Source: an optimization exercise on an open RTL-to-GDS flow (aim: small area). Production flows keep margins and buffers that such runs may drop. Function was checked by simulation only, so behaviour that the tests miss may differ from the original.

==> run A <==
## fir_ctrl
module fir_ctrl
#(
    parameter   FIR_IN  = 16,
    parameter   FIR_OUT = 16
)
(
    input   wire                             sys_clk     ,
    input   wire                             sys_rst_n   ,
    input   signed  [FIR_IN  - 1:0]          data_in     ,
    input   wire                             data_valid  ,
    output  signed  [FIR_OUT - 1:0]          fir_out     ,
    output  wire                             fir_out_valid
);
Settings: LEC_CHECK=0, CAP_MARGIN=20, CORE_MARGIN=2, CORE_UTILIZATION=40, SLEW_MARGIN=20, SYNTH_HIERARCHICAL=1; clock period 10.0 ns.
standard.sh (not shown) runs the stock make flow with config.mk's settings and CLKGATE_MAP_FILE= SYNTH_SCRIPT=/design/flow/synth_recipe.tcl, a recipe that flattens the netlist after the stock synthesis.
==> flow/flow/run.sh <==
#!/bin/bash
# The standard layout (standard.sh, unchanged synthesis) with two changes:
# a clock tree of fewer, larger clusters without dummy loads, and the smallest
# buffer for the port buffers. The full make output goes to standard.log here.
set -euo pipefail
bash standard.sh \
  "CTS_ARGS=-sink_clustering_enable -repair_clock_nets -dont_use_dummy_load -buf_list sky130_fd_sc_hd__clkbuf_16 -sink_clustering_size 26 -sink_clustering_max_diameter 90" \
  "BUFFER_PORTS_ARGS=-buffer_cell sky130_fd_sc_hd__buf_1" \
  finish > standard.log 2>&1
==> run F: changes against run A <==
--- a/flow/design.v
+++ b/flow/design.v
@@ -1673,39 +1673,45 @@
         end else begin
             W  <= W_next;
             Y  <= Y_next;
             cy <= cy_next;
         end
     wire dvn;
     fir_inv udvn (.a(data_valid), .y(dvn));
+    wire selr, selh;    
     wire [15:0] pa_d;
     wire [14:0] pb_d, ps_d, pr_d, ph_d, o;
     genvar i;
     generate
         for (i = 0; i < 15; i = i + 1) begin : g_pipe
             fir_ao22 ua (.a(a_in[i]), .b(data_valid), .c(pa[i]), .d(dvn), .y(pa_d[i]));
             fir_ao22 ub (.a(b_in[i]), .b(data_valid), .c(pb[i]), .d(dvn), .y(pb_d[i]));
             fir_ao22 us (.a(pb[i]),   .b(data_valid), .c(ps[i]), .d(dvn), .y(ps_d[i]));
             fir_ao22 ur (.a(ps[i]),   .b(data_valid), .c(pr[i]), .d(dvn), .y(pr_d[i]));
             fir_ao22 uh (.a(pr[i]),   .b(data_valid), .c(ph[i]), .d(dvn), .y(ph_d[i]));
-            fir_ao22 uo (.a(pr[i]),   .b(data_valid), .c(ph[i]), .d(dvn), .y(o[i]));
+            fir_ao22 uo (.a(pr[i]),   .b(selr), .c(ph[i]), .d(selh), .y(o[i]));
         end
     endgenerate
     fir_ao22 uac (.a(a_c), .b(data_valid), .c(pa_c), .d(dvn), .y(pa_d[15]));
+    always @(posedge sys_clk) begin
+        pa <= pa_d[14:0];
+        pa_c <= pa_d[15];
+        pb <= pb_d;
+        ps <= ps_d;
+        pr <= pr_d;
+        ph <= ph_d;
+    end
+    reg [2:0] nv;
     always @(posedge sys_clk or negedge sys_rst_n)
-        if (!sys_rst_n) begin
-            pa <= 0; pa_c <= 1'b0; pb <= 0; ps <= 0; pr <= 0; ph <= 0;
-        end else begin
-            pa <= pa_d[14:0];
-            pa_c <= pa_d[15];
-            pb <= pb_d;
-            ps <= ps_d;
-            pr <= pr_d;
-            ph <= ph_d;
-        end
+        if (!sys_rst_n)
+            nv <= 3'd0;
+        else if (data_valid && nv != 3'd5)
+            nv <= nv + 3'd1;
+    assign selr = data_valid & nv[2];
+    assign selh = dvn & nv[2] & nv[0];
     reg out_valid_r1, out_valid_r2;
     always @(posedge sys_clk or negedge sys_rst_n)
         if (!sys_rst_n) begin
             out_valid_r1 <= 1'b0;
             out_valid_r2 <= 1'b0;
         end else begin
             out_valid_r1 <= data_valid;
==> flow/flow/run.sh (replaced) <==
#!/bin/bash
# The standard layout (standard.sh, unchanged synthesis) with two changes:
# a clock tree of fewer, larger clusters without dummy loads, and the smallest
# buffer for the port buffers. The full make output goes to standard.log here.
set -euo pipefail
bash standard.sh \
  "CTS_ARGS=-sink_clustering_enable -repair_clock_nets -dont_use_dummy_load -buf_list sky130_fd_sc_hd__clkbuf_8 -sink_clustering_size 18 -sink_clustering_max_diameter 60" \
  "BUFFER_PORTS_ARGS=-buffer_cell sky130_fd_sc_hd__buf_1" \
  finish > standard.log 2>&1
==> flow/config.mk (replaced) <==
export PLATFORM = sky130hd
export DESIGN_NAME = fir_ctrl
export DESIGN_NICKNAME = fir_ctrl
export VERILOG_FILES = /design/flow/design.v
export SDC_FILE = /design/flow/constraint.sdc
export NUM_CORES = 4
export LEC_CHECK = 0
export CAP_MARGIN = 20
export CORE_MARGIN = 2
export CORE_UTILIZATION = 70
export PLACE_DENSITY = 0.8
export SLEW_MARGIN = 20
export SYNTH_HIERARCHICAL = 1
==> run E: changes against run A <==
--- a/flow/design.v
+++ b/flow/design.v
@@ -1673,39 +1673,45 @@
         end else begin
             W  <= W_next;
             Y  <= Y_next;
             cy <= cy_next;
         end
     wire dvn;
     fir_inv udvn (.a(data_valid), .y(dvn));
+    wire selr, selh;    
     wire [15:0] pa_d;
     wire [14:0] pb_d, ps_d, pr_d, ph_d, o;
     genvar i;
     generate
         for (i = 0; i < 15; i = i + 1) begin : g_pipe
             fir_ao22 ua (.a(a_in[i]), .b(data_valid), .c(pa[i]), .d(dvn), .y(pa_d[i]));
             fir_ao22 ub (.a(b_in[i]), .b(data_valid), .c(pb[i]), .d(dvn), .y(pb_d[i]));
             fir_ao22 us (.a(pb[i]),   .b(data_valid), .c(ps[i]), .d(dvn), .y(ps_d[i]));
             fir_ao22 ur (.a(ps[i]),   .b(data_valid), .c(pr[i]), .d(dvn), .y(pr_d[i]));
             fir_ao22 uh (.a(pr[i]),   .b(data_valid), .c(ph[i]), .d(dvn), .y(ph_d[i]));
-            fir_ao22 uo (.a(pr[i]),   .b(data_valid), .c(ph[i]), .d(dvn), .y(o[i]));
+            fir_ao22 uo (.a(pr[i]),   .b(selr), .c(ph[i]), .d(selh), .y(o[i]));
         end
     endgenerate
     fir_ao22 uac (.a(a_c), .b(data_valid), .c(pa_c), .d(dvn), .y(pa_d[15]));
+    always @(posedge sys_clk) begin
+        pa <= pa_d[14:0];
+        pa_c <= pa_d[15];
+        pb <= pb_d;
+        ps <= ps_d;
+        pr <= pr_d;
+        ph <= ph_d;
+    end
+    reg [2:0] nv;
     always @(posedge sys_clk or negedge sys_rst_n)
-        if (!sys_rst_n) begin
-            pa <= 0; pa_c <= 1'b0; pb <= 0; ps <= 0; pr <= 0; ph <= 0;
-        end else begin
-            pa <= pa_d[14:0];
-            pa_c <= pa_d[15];
-            pb <= pb_d;
-            ps <= ps_d;
-            pr <= pr_d;
-            ph <= ph_d;
-        end
+        if (!sys_rst_n)
+            nv <= 3'd0;
+        else if (data_valid && nv != 3'd5)
+            nv <= nv + 3'd1;
+    assign selr = data_valid & nv[2];
+    assign selh = dvn & nv[2] & nv[0];
     reg out_valid_r1, out_valid_r2;
     always @(posedge sys_clk or negedge sys_rst_n)
         if (!sys_rst_n) begin
             out_valid_r1 <= 1'b0;
             out_valid_r2 <= 1'b0;
         end else begin
             out_valid_r1 <= data_valid;
==> flow/flow/run.sh (replaced) <==
#!/bin/bash
# The standard layout (standard.sh, unchanged synthesis) with two changes:
# a clock tree of fewer, larger clusters without dummy loads, and the smallest
# buffer for the port buffers. The full make output goes to standard.log here.
set -euo pipefail
bash standard.sh \
  "CTS_ARGS=-sink_clustering_enable -repair_clock_nets -dont_use_dummy_load -buf_list sky130_fd_sc_hd__clkbuf_16 -sink_clustering_size 30 -sink_clustering_max_diameter 80" \
  "BUFFER_PORTS_ARGS=-buffer_cell sky130_fd_sc_hd__buf_1" \
  finish > standard.log 2>&1
==> flow/config.mk (replaced) <==
export PLATFORM = sky130hd
export DESIGN_NAME = fir_ctrl
export DESIGN_NICKNAME = fir_ctrl
export VERILOG_FILES = /design/flow/design.v
export SDC_FILE = /design/flow/constraint.sdc
export NUM_CORES = 4
export LEC_CHECK = 0
export CAP_MARGIN = 20
export CORE_MARGIN = 2
export CORE_UTILIZATION = 60
export SLEW_MARGIN = 20
export SYNTH_HIERARCHICAL = 1
==> run D: changes against run A <==
--- a/flow/design.v
+++ b/flow/design.v
@@ -1673,39 +1673,45 @@
         end else begin
             W  <= W_next;
             Y  <= Y_next;
             cy <= cy_next;
         end
     wire dvn;
     fir_inv udvn (.a(data_valid), .y(dvn));
+    wire selr, selh;    
     wire [15:0] pa_d;
     wire [14:0] pb_d, ps_d, pr_d, ph_d, o;
     genvar i;
     generate
         for (i = 0; i < 15; i = i + 1) begin : g_pipe
             fir_ao22 ua (.a(a_in[i]), .b(data_valid), .c(pa[i]), .d(dvn), .y(pa_d[i]));
             fir_ao22 ub (.a(b_in[i]), .b(data_valid), .c(pb[i]), .d(dvn), .y(pb_d[i]));
             fir_ao22 us (.a(pb[i]),   .b(data_valid), .c(ps[i]), .d(dvn), .y(ps_d[i]));
             fir_ao22 ur (.a(ps[i]),   .b(data_valid), .c(pr[i]), .d(dvn), .y(pr_d[i]));
             fir_ao22 uh (.a(pr[i]),   .b(data_valid), .c(ph[i]), .d(dvn), .y(ph_d[i]));
-            fir_ao22 uo (.a(pr[i]),   .b(data_valid), .c(ph[i]), .d(dvn), .y(o[i]));
+            fir_ao22 uo (.a(pr[i]),   .b(selr), .c(ph[i]), .d(selh), .y(o[i]));
         end
     endgenerate
     fir_ao22 uac (.a(a_c), .b(data_valid), .c(pa_c), .d(dvn), .y(pa_d[15]));
+    always @(posedge sys_clk) begin
+        pa <= pa_d[14:0];
+        pa_c <= pa_d[15];
+        pb <= pb_d;
+        ps <= ps_d;
+        pr <= pr_d;
+        ph <= ph_d;
+    end
+    reg [2:0] nv;
     always @(posedge sys_clk or negedge sys_rst_n)
-        if (!sys_rst_n) begin
-            pa <= 0; pa_c <= 1'b0; pb <= 0; ps <= 0; pr <= 0; ph <= 0;
-        end else begin
-            pa <= pa_d[14:0];
-            pa_c <= pa_d[15];
-            pb <= pb_d;
-            ps <= ps_d;
-            pr <= pr_d;
-            ph <= ph_d;
-        end
+        if (!sys_rst_n)
+            nv <= 3'd0;
+        else if (data_valid && nv != 3'd5)
+            nv <= nv + 3'd1;
+    assign selr = data_valid & nv[2];
+    assign selh = dvn & nv[2] & nv[0];
     reg out_valid_r1, out_valid_r2;
     always @(posedge sys_clk or negedge sys_rst_n)
         if (!sys_rst_n) begin
             out_valid_r1 <= 1'b0;
             out_valid_r2 <= 1'b0;
         end else begin
             out_valid_r1 <= data_valid;
==> out/qor.yml <==
setup_ws_ns: 0.674
nNetsFinal: 2000
status: "finished clean"
met2_usage_pct: 27.9
synth-xor-area-share_pct: 1.27
vias_per_cell: 4.70
synthSimpleGateAreaFrac_pct: 7.18
buffer_area_share_pct: 1.19
n_clock_buffer: 29
coreArea_mm2: 0.0578
The numbers above come from run D.

==> out/qor.yml <==
met2_usage_pct: 44.5
nNetsFinal: 2013
buffer_area_share_pct: 1.18
setup_ws_ns: 0.872
status: "finished clean"
The numbers above come from run F.

==> out/qor.yml <==
status: "finished clean"
setup_ws_ns: 0.862
vias_per_cell: 4.68
n_clock_buffer: 31
coreArea_mm2: 0.0587
synth_top_family_by_area: "adder cells"
area_delta_synth_final_pct: 8.68
synthSimpleGateAreaFrac_pct: 7.04
nNetsFinal: 1985
grt_max_degree: 80
synth-xor-area-share_pct: 1.22
buffer_area_share_pct: 1.17
The numbers above come from run A.

==> out/qor.yml <==
status: "finished clean"
synth-xor-area-share_pct: 1.27
met2_usage_pct: 40.8
synthSimpleGateAreaFrac_pct: 7.18
vias_per_cell: 5.24
nNetsFinal: 1998
coreArea_mm2: 0.0386
The numbers above come from run E.

==> static timing again, ports no longer ideal <==
The flow's constraints put no driver on any port. The routed layouts listed below were extracted and timed again, unchanged, in two steps. Step 1, drivers: a clkbuf_16 drives sys_clk and a buf_2 each remaining input, both assumed. Step 2 adds t to the input delays and takes it off the output delays; t is the mean of the earliest and latest rising clock arrival at the registers after step 1. Input paths then give back, and output paths get back, about the clock's delay inside the block. Slacks: no drivers / after step 1 / after step 2; pairs: no drivers / after step 1.
run	t, ns	slack for setup (ns)	worst setup path after step 2	clock arrival spread, ns	pins driven straight from the clock port
run A	0.634	0.862 / 0.862 / 0.862	register to register	0.062 / 0.062	1
run F	0.612	0.872 / 0.872 / 0.872	register to register	0.069 / 0.068	1
run E	0.636	0.836 / 0.836 / 0.836	register to register	0.054 / 0.054	1
run D	0.643	0.674 / 0.674 / 0.674	register to register	0.050 / 0.051	1
After both steps every run listed still meets setup and hold.
